What follows belongs to an exercise in optimizing a design on an open flow for small area; a production flow would make more cautious choices. Function was checked by simulation only, so behaviour that the tests miss may differ from the original.

==> flow/design.v, too long to show whole: its modules and the start of the top module <==
// module eeg_filter_chain: 5023 lines
// module eeg_fa: 10 lines
module eeg_filter_chain(
    input                   clk,
    input                   rst,
    input                   en,
    input   signed [31:0]   in_signal,
    output  signed [31:0]   out_signal,
    output                  valid
    );
  // ...
==> flow/flow/run.sh <==
#!/bin/bash
# Own flow: the standard layout (standard.sh: unchanged synthesis and
# steps) with two settings passed through the environment:
#  - clock-tree synthesis without dummy loads, with clkbuf_8 buffers in
#    clusters of at most 18 flip-flops;
#  - port buffers of the smallest buffer cell.
set -euo pipefail
export CTS_ARGS="-sink_clustering_enable -repair_clock_nets -dont_use_dummy_load -buf_list sky130_fd_sc_hd__clkbuf_8 -sink_clustering_size 18 -sink_clustering_max_diameter 60"
export BUFFER_PORTS_ARGS="-buffer_cell sky130_fd_sc_hd__buf_1"
bash standard.sh > standard_make.log 2>&1
==> flow/standard.sh <==
#!/bin/bash
# synth_recipe.tcl (not shown) runs the flow's synth.tcl, then flattens the netlist and writes it again
# the make line also repeats each setting of config.mk as NAME=value (left out here)
make -C /OpenROAD-flow-scripts/flow DESIGN_CONFIG=/design/flow/config.mk WORK_HOME=/design/flow/orfs CLKGATE_MAP_FILE= SYNTH_SCRIPT=/design/flow/synth_recipe.tcl "${@:-finish}"
==> flow/config.mk <==
export PLATFORM = sky130hd
export DESIGN_NAME = eeg_filter_chain
export DESIGN_NICKNAME = eeg_filter_chain
export VERILOG_FILES = /design/flow/design.v
export SDC_FILE = /design/flow/constraint.sdc
export NUM_CORES = 4
export LEC_CHECK = 0
export CAP_MARGIN = 20
export CORE_MARGIN = 2
export CORE_UTILIZATION = 60
export PLACE_DENSITY = 0.7
export SLEW_MARGIN = 20
export SYNTH_HIERARCHICAL = 1
export SYNTH_MINIMUM_KEEP_SIZE = 0
==> flow/constraint.sdc <==
create_clock -name core_clock -period 18.0 [get_ports {clk}]
set_input_delay 3.6000 -clock core_clock [delete_from_list [all_inputs] [get_ports {clk}]]
set_output_delay 3.6000 -clock core_clock [all_outputs]
set_load 0.01 [all_outputs]
==> notes.md, run 1 <==
- Status: finished clean
- DRC Markers: 0
- Highest metal used: met5
- Post-synth top area cell: dfxtp_1
- Clk Latency, worst-skew pair: 1.05 ns
- Post-cts sizing count: 0
- Fillers: 16551
- CTS sink cnt: 5094
- Rows: 181
- ClkCell Share: 0.03105
- Setup ws final: 1.681 ns
- Finished Core Util: 0.6421
- Via count: 54028
- Antenna diode count: 8
- Num CTS Buffers: 352
- Crit Path Category: reg2reg
- Synthesized area: 0.1465 mm²
- Hold path start: win[2318]
- Most frequent cells in the layout: dfxtp_1 (5094), fa_1 (1962), clkbuf_8 (352)
- WHS Endpoint: win[2350]
- Unrepaired setup endpoints after global routing: false
- Post-synthesis adder-cell area fraction: 0.2812
- CP max-delay cell: dfxtp_1
- Min-Delay Path Depth: 0
- Synth unique cells: 36
- CTS root buffer: clkbuf_8
==> inputs of run 2 (changes only) <==
==> flow/flow/run.sh (replaced) <==
#!/bin/bash
# Own flow: the standard layout (standard.sh: unchanged synthesis and
# steps) with two settings passed through the environment:
#  - clock-tree synthesis without dummy loads, with clkbuf_4 buffers in
#    clusters of at most 12 flip-flops;
#  - port buffers of the smallest buffer cell.
set -euo pipefail
export CTS_ARGS="-sink_clustering_enable -repair_clock_nets -dont_use_dummy_load -buf_list sky130_fd_sc_hd__clkbuf_4 -sink_clustering_size 12 -sink_clustering_max_diameter 40"
export BUFFER_PORTS_ARGS="-buffer_cell sky130_fd_sc_hd__buf_1"
bash standard.sh > standard_make.log 2>&1
==> run 2 against run 1 <==
  * Hold slack worse by 0.047 ns
  * Utilization fell by 0.31 points
  * Cell count rose by 1.7%
  * Die area is the same
  * Non-clock buffer count is the same
==> notes.md, run 2 <==
- Crit Path Category: reg2reg
- DR vias/cell: 4.700
- Post-CTS Hold Buffers: 0
- Type of the worst min-delay path: reg2reg
- Sequential Area: 0.1020 mm²
- Tcrit/Tclk final: 0.9086
- Rows: 181 (unchanged)
- Clk Latency, worst-skew pair: 1.36 ns (+0.31 ns)
- Post-Route WL: 248300 µm
- Worst Tran Pin Value: 0.9288 ns
- Final hold vios: 0
- Most frequent cells in the layout: dfxtp_1 (5094), fa_1 (1962), clkbuf_4 (543)
- Critical Path Max Stage Delay: 0.68 ns
- Layout cell share with drive strength beyond 1: 0.07257
- CP most frequent cell: ha_1
- Top cells by count, synth: dfxtp_1 (5094), fa_1 (1962), inv_1 (318), and2_1 (157), ha_1 (154)
- Drt wl/cell: 21.11 µm
- Crit end category: flip-flop
- Number of flip-flops in the largest register: 4032
- Ranking of synthesized cells by area: dfxtp_1 (70%), fa_1 (27%), ha_1 (1.3%)
- Max Root-Sink Buffers: 4
- Gpl congestion: 0.9181
- Startpoint Class: flip-flop
- DR iter-0 viols: 2711
- CTS root buffer: clkbuf_4
- Num CTS Buffers: 543 (+54%)
- Finished Core Util: 0.6390 (-0.003120)
- Top Ports: 68
- Mapped Cells: 7896
- First-pass GRT wire length: 389200 µm
- Largest Register: win
- Number of flops mapped to enable cells by yosys: 0
- Layout Area Growth over Synthesis: 5.959%
- Post-CTS Setup Repair Bufs: 0
- Largest regs: win x4032, fline x736, fcs x48
- Via count: 55261 (+2.3%)
- Clk_skew: 0.1894 ns
- Initial antenna violation count: 15
- CTS tree: done
- Rel. slew slack: 0.3800
- Tmin final: 16.36 ns
- Critical Path Fanout Max: 9
- Die area: 0.2482 mm²
- FFs w/ async S/R, synth: 0
- CTS sink cnt: 5094 (unchanged)
- Syn Nets: 10047
- Seq/Total Area, Yosys: 0.6959
- Clock transition at path regs: 0.11 ns
- Area fraction of the dominant cell type after synthesis: 0.6959
- GRT overflow: 0
- Overall Global Routing Usage: 0.2117
- Die Y-Extent: 498.2 µm
- Synth Register Bits: 5094
- Slew Viols, Final: 0
- CORE AREA: 0.2430 mm²
- Arrival @ worst endpoint: 17.54 ns
- Synth Flop Type: dfxtp_1
- CP max-delay cell: dfxtp_1
- CTS H-Tree Depth: 6
- Initial Util: 0.6031
- Max Cap Viol: 0
- CP Data Required Time: 19.19 ns
- Most frequent cell after synthesis: dfxtp_1
- Post-cts sizing count: 0 (unchanged)
- Post-synth top area cell: dfxtp_1
- Final net count: 10697
- Vias in the first global route: 64256
- Unrepaired setup endpoints after global routing: false
- HPWL after detailed placement: 186000 µm
- Syn Area/Cell: 18.56 µm²
- Synth unique cells: 36 (unchanged)
- Commonest non-fill, non-tap cell in the layout: dfxtp_1
- Fillers: 16820 (+1.6%)
- Final ANT Viol Nets: 0
- F_max: 61.14 MHz
- Status: finished clean
- Port Buffers: 67
- DR pass1 iterations: 5
- Setup TNS: 0 ns
- DRC Markers: 0 (unchanged)
- Multi-input logic area: 0.04323 mm²
- Largest net degree at the start of global routing: 47
- Final setup violation count: 0
- Yosys warnings: 7
- Synthesized area: 0.1465 mm² (unchanged)
- Die width: 498.2 µm
[run 2: changes by cell type in the layout (fill, tap and decap cells not counted), sizes merged]
cell    before  now
clkbuf     352  543
diode        8   12
[run 2: worst paths after layout]
path | to | from | cells past startpoint | slack [ns]
worst max-delay path | f0[31] | gate[0] | 56 | 1.64
worst min-delay path | win[2737] | win[2705] | 0 | 0.20
worst max register to register | f0[31] | gate[0] | 56 | 1.64
worst min register to register | win[2737] | win[2705] | 0 | 0.20
[run 2: critical path: cells and delay by family (launching register included)]
family | cells | cell delay, ns
adder cells (fa/ha/maj) | 45 | 13.70
buffers and inverters | 6 | 0.83
AND/OR/NAND/NOR | 4 | 0.79
flip-flops | 1 | 0.68
AO/OA/AOI/OAI | 1 | 0.29
[run 2: final cells by class]
class	instances	area share
Tap cell	3202	0.02580
Inverter	318	0.007687
Sequential cell	5094	0.6567
Clock buffer	543	0.02625
Antenna cell	12	0.0001934
Timing Repair Buffer	136	0.004939
Multi-Input combinational cell	2453	0.2784
[run 2: through the flow]
step	setup WS (ns)	area [µm²]	instances	hold slack (ns)
after floorplan	2.899	146500	7896	0.3096
after global placement	1.259	151200	11202	0.3095
after detailed placement	1.442	151200	11203	0.3121
after CTS	1.421	155300	11746	0.1661
after global routing	0.8499	155300	11753	0.1617
final	1.645	155300	11758	0.2042
[run 2: per-module statistics from Yosys (local to each module, per instance)]
| module | area (µm²) | copies in the design | cells |
|---|---|---|---|
| eeg_fa | 20.02 | 1961 | 1 |
| eeg_filter_chain | 107300 | 1 | 5935 |
[run 2: cell families after synthesis]
group | synth area share
and+or+nand+nor | 0.01259
DFF | 0.6959
adders and majority gates | 0.2812
AOI/OAI and AO/OA | 0.0007684
buffers and inverters | 0.009187
xor gates and xnor gates | 0.0004184
[run 2: per-layer routing]
| layer | part of all wire | track usage |
|---|---|---|
| met1 | 0.47 | 0.3095 |
| met5 | 0.000052 | 0 |
| met4 | 0.024 | 0.05814 |
| met2 | 0.46 | 0.3288 |
| met3 | 0.043 | 0.03980 |
==> inputs of run 3 (changes only) <==
==> flow/flow/run.sh (replaced) <==
#!/bin/bash
# Own flow: the standard layout (standard.sh: unchanged synthesis and
# steps) with two settings passed through the environment:
#  - clock-tree synthesis without dummy loads, with clkbuf_4 buffers in
#    clusters of at most 11 flip-flops;
#  - port buffers of the smallest buffer cell.
set -euo pipefail
export CTS_ARGS="-sink_clustering_enable -repair_clock_nets -dont_use_dummy_load -buf_list sky130_fd_sc_hd__clkbuf_4 -sink_clustering_size 11 -sink_clustering_max_diameter 40"
export BUFFER_PORTS_ARGS="-buffer_cell sky130_fd_sc_hd__buf_1"
bash standard.sh > standard_make.log 2>&1
==> run 3 against run 2 <==
  * First-iteration DRC count is 5.1% lower
  * Hold slack improved by 0.015 ns
  * Synthesized cell count is the same
  * Fmax shrank 0.24%
  * Synthesized area unchanged
  * Highest routed layer unchanged
  * Global-route usage hardly changed
  * Routed wire length about the same
  * Non-clock buffer count did not move
==> notes.md, run 3 <==
- Post-Route WL: 248500 µm (about the same)
- Largest regs: win x4032, fline x736, fcs x48
- Most frequent cells in the layout: dfxtp_1 (5094), fa_1 (1962), clkbuf_4 (578)
- Commonest non-fill, non-tap cell in the layout: dfxtp_1
- Kind of cell adding the most delay to the critical path: adder cells
- Tcrit/Tclk final: 0.9108 (+0.002177)
- Synthesized area: 0.1465 mm² (unchanged)
- Final ANT Viol Nets: 0 (unchanged)
- Die width: 498.2 µm (unchanged)
- Min-Delay Path Depth: 0 (unchanged)
- Overall Global Routing Usage: 0.2121 (+0.0004611)
- Setup slack, reg-to-reg: 1.61 ns (-0.04 ns)
- F_max: 61.00 MHz (-0.24%)
- Crit Path Category: reg2reg
- Reg2Reg Depth: 56 (unchanged)
- Ranking of synthesized cells by area: dfxtp_1 (70%), fa_1 (27%), ha_1 (1.3%)
- Synth unique cells: 36 (unchanged)
- Tmin final: 16.39 ns (+0.03918 ns)
- CP max-delay cell: dfxtp_1
- Layout Area Growth over Synthesis: 6.141%
- Crit path launch: gate[0]
- Status: finished clean
- DR iter-0 viols: 2572 (-5.1%)
- Fillers: 16859 (+0.23%)
- HPWL after detailed placement: 186000 µm (unchanged)
- Synth Flop Type: dfxtp_1
- CTS sink cnt: 5094 (unchanged)
- Clk_skew: 0.1848 ns (-0.004624 ns)
- Top cells by count, synth: dfxtp_1 (5094), fa_1 (1962), inv_1 (318), and2_1 (157), ha_1 (154)
- Post-CTS Setup Repair Bufs: 0 (unchanged)
- Number of flip-flops in the largest register: 4032 (unchanged)
- Clk Latency, worst-skew pair: 1.35 ns (about the same)
- Worst r2r src: gate[0]
- Post-CTS Hold Buffers: 0 (unchanged)
- RR Endpoint: f0[31]
- Setup TNS: 0 ns (unchanged)
- Critical Path Max Stage Delay: 0.67 ns (about the same)
- Post-synth top area cell: dfxtp_1
- Worst Tran Pin Value: 0.9020 ns (-0.02674 ns)
- Vias in the first global route: 64541 (+0.44%)
- Syn Nets: 10047 (unchanged)
- Sequential Area: 0.1020 mm² (unchanged)
- Rows: 181 (unchanged)
- Slew Viols, Final: 0 (unchanged)
- Number of flops mapped to enable cells by yosys: 0 (unchanged)
- First-pass GRT wire length: 390000 µm (+0.21%)
- Startpoint Class: flip-flop
- Arrival @ worst endpoint: 17.56 ns (+0.02 ns)
- Yosys warnings: 7 (unchanged)
- Multi-input logic area: 0.04323 mm² (unchanged)
- Unrepaired setup endpoints after global routing: false
- Initial Util: 0.6031 (unchanged)
- Worst setup path endpoint: f0[31]
- Layout cell share with drive strength beyond 1: 0.07635 (+0.003784)
- Via count: 55421 (+0.29%)
- Final hold vios: 0 (unchanged)
- CP bufs+invs: 6 (unchanged)
- Max Cap Viol: 0 (unchanged)
- Drt wl/cell: 21.07 µm (-0.22%)
- Crit end category: flip-flop
- Die Y-Extent: 498.2 µm (unchanged)
- CTS tree: done
- FFs w/ async S/R, synth: 0 (unchanged)
- Mapped Cells: 7896 (unchanged)
- Final net count: 10732 (+0.33%)
- Max Root-Sink Buffers: 4 (unchanged)
- CP most frequent cell: ha_1
- CTS H-Tree Depth: 6 (unchanged)
- Largest Register: win
- Clock transition at path regs: 0.10 ns (about the same)
- Final setup violation count: 0 (unchanged)
- Levels on crit path: 56 (unchanged)
- CORE AREA: 0.2430 mm² (unchanged)
- Gpl congestion: 0.9181 (unchanged)
- Syn Area/Cell: 18.56 µm² (unchanged)
- Initial antenna violation count: 15 (unchanged)
- Largest net degree at the start of global routing: 47 (unchanged)
- CTS root buffer: clkbuf_4
- Post-cts sizing count: 0 (unchanged)
- GRT overflow: 0 (unchanged)
- DR vias/cell: 4.699 (about the same)
- CP Data Required Time: 19.17 ns (-0.02 ns)
- Seq/Total Area, Yosys: 0.6959 (unchanged)
- DR pass1 iterations: 5 (unchanged)
- Num CTS Buffers: 578 (+6.4%)
- Synth Register Bits: 5094 (unchanged)
- Top Ports: 68 (unchanged)
- Critical Path Fanout Max: 9 (unchanged)
- Area fraction of the dominant cell type after synthesis: 0.6959 (unchanged)
- Rel. slew slack: 0.3978 (+0.01785)
- Port Buffers: 67 (unchanged)
- DRC Markers: 0 (unchanged)
- Most frequent cell after synthesis: dfxtp_1
- Type of the worst min-delay path: reg2reg
- Die area: 0.2482 mm² (unchanged)
-- run 3: cell counts after synthesis --
Identical to the previous run, type by type.
-- run 3: final cells by class --
class | instances | area share
sequential | 5094 | 0.6556
tap | 3202 | 0.02576
clock buffer | 578 | 0.02790
inverter | 318 | 0.007674
timing repair buffer | 136 | 0.004931
multi-input combinational | 2453 | 0.2779
antenna | 13 | 0.0002091
-- run 3: kinds of logic (layout without fill, tap and decap cells) --
| family | after synthesis | in the layout | share of synthesized area |
|---|---|---|---|
| flops | 5094 | 5094 | 0.6959 |
| xor+xnor | 7 | 7 | 0.0004184 |
| simple gates | 312 | 312 | 0.01259 |
| buf+inv | 349 | 1032 | 0.009187 |
| fa+ha+maj | 2116 | 2116 | 0.2812 |
| other cells | 0 | 13 | 0 |
| compound gates | 18 | 18 | 0.0007684 |
-- run 3: worst min path at each step --
stage	start	to	slack (ns)
final	win[2997]	win[3029]	0.22
after global routing	win[3707]	win[3739]	0.21
after CTS	win[2997]	win[3029]	0.19
after detailed placement	f1[17]	f2[17]	0.31
after global placement	win[2462]	win[2494]	0.31
after floorplan	f1[0]	f2[0]	0.31
-- run 3: Yosys stat by module (local to each module, per instance) --
| module | flops+latches | cell area, µm² |
|---|---|---|
| eeg_filter_chain | 5094 | 107300 |
| eeg_fa | 0 | 20.02 |
-- run 3: metrics by stage --
step	hold WS [ns]	area (µm²)	worst slack, ns	utilization	std cells
floorplan	0.3096	146500	2.899	-	7896
global placement	0.3095	151200	1.259	0.6221	11202
detailed placement	0.3121	151200	1.442	0.6221	11203
CTS	0.1947	155500	1.378	0.6400	11781
global route	0.2097	155500	0.8140	0.6401	11791
finish	0.2188	155500	1.606	0.6401	11794
-- run 3: routing by layer --
| layer | part of all wire | track usage | vias up |
|---|---|---|---|
| met3 | 0.043 | 0.03975 | 445 |
| met4 | 0.025 | 0.06119 | 4 |
| met1 | 0.47 | 0.3098 | 28643 |
| li1 | - | - | 25260 |
| met5 | 0.00011 | 0 | - |
| met2 | 0.46 | 0.3287 | 1069 |

-- static timing again, ports no longer ideal --
The flow's constraints put no driver on any port. The routed layouts listed below were extracted and timed again, unchanged, in two steps.
Step 1 assumes that a clkbuf_16 drives the clock port and a buf_2 every other input.
Step 2, shift: input delay + t, output delay - t, t = (earliest + latest rising clock arrival at the registers) / 2. This alone moves slack from input paths to output paths.
Slacks: ideal / step 1 / step 2; pairs: ideal / step 1.
run	t (ns)	slack for setup (ns)	cell pins on the clock port's net
run 1	1.089	1.681 / 1.681 / 1.681	1
run 2	1.361	1.645 / 1.645 / 1.645	1
run 3	1.367	1.606 / 1.606 / 1.606	1
After both steps setup and hold are still met in every run listed.
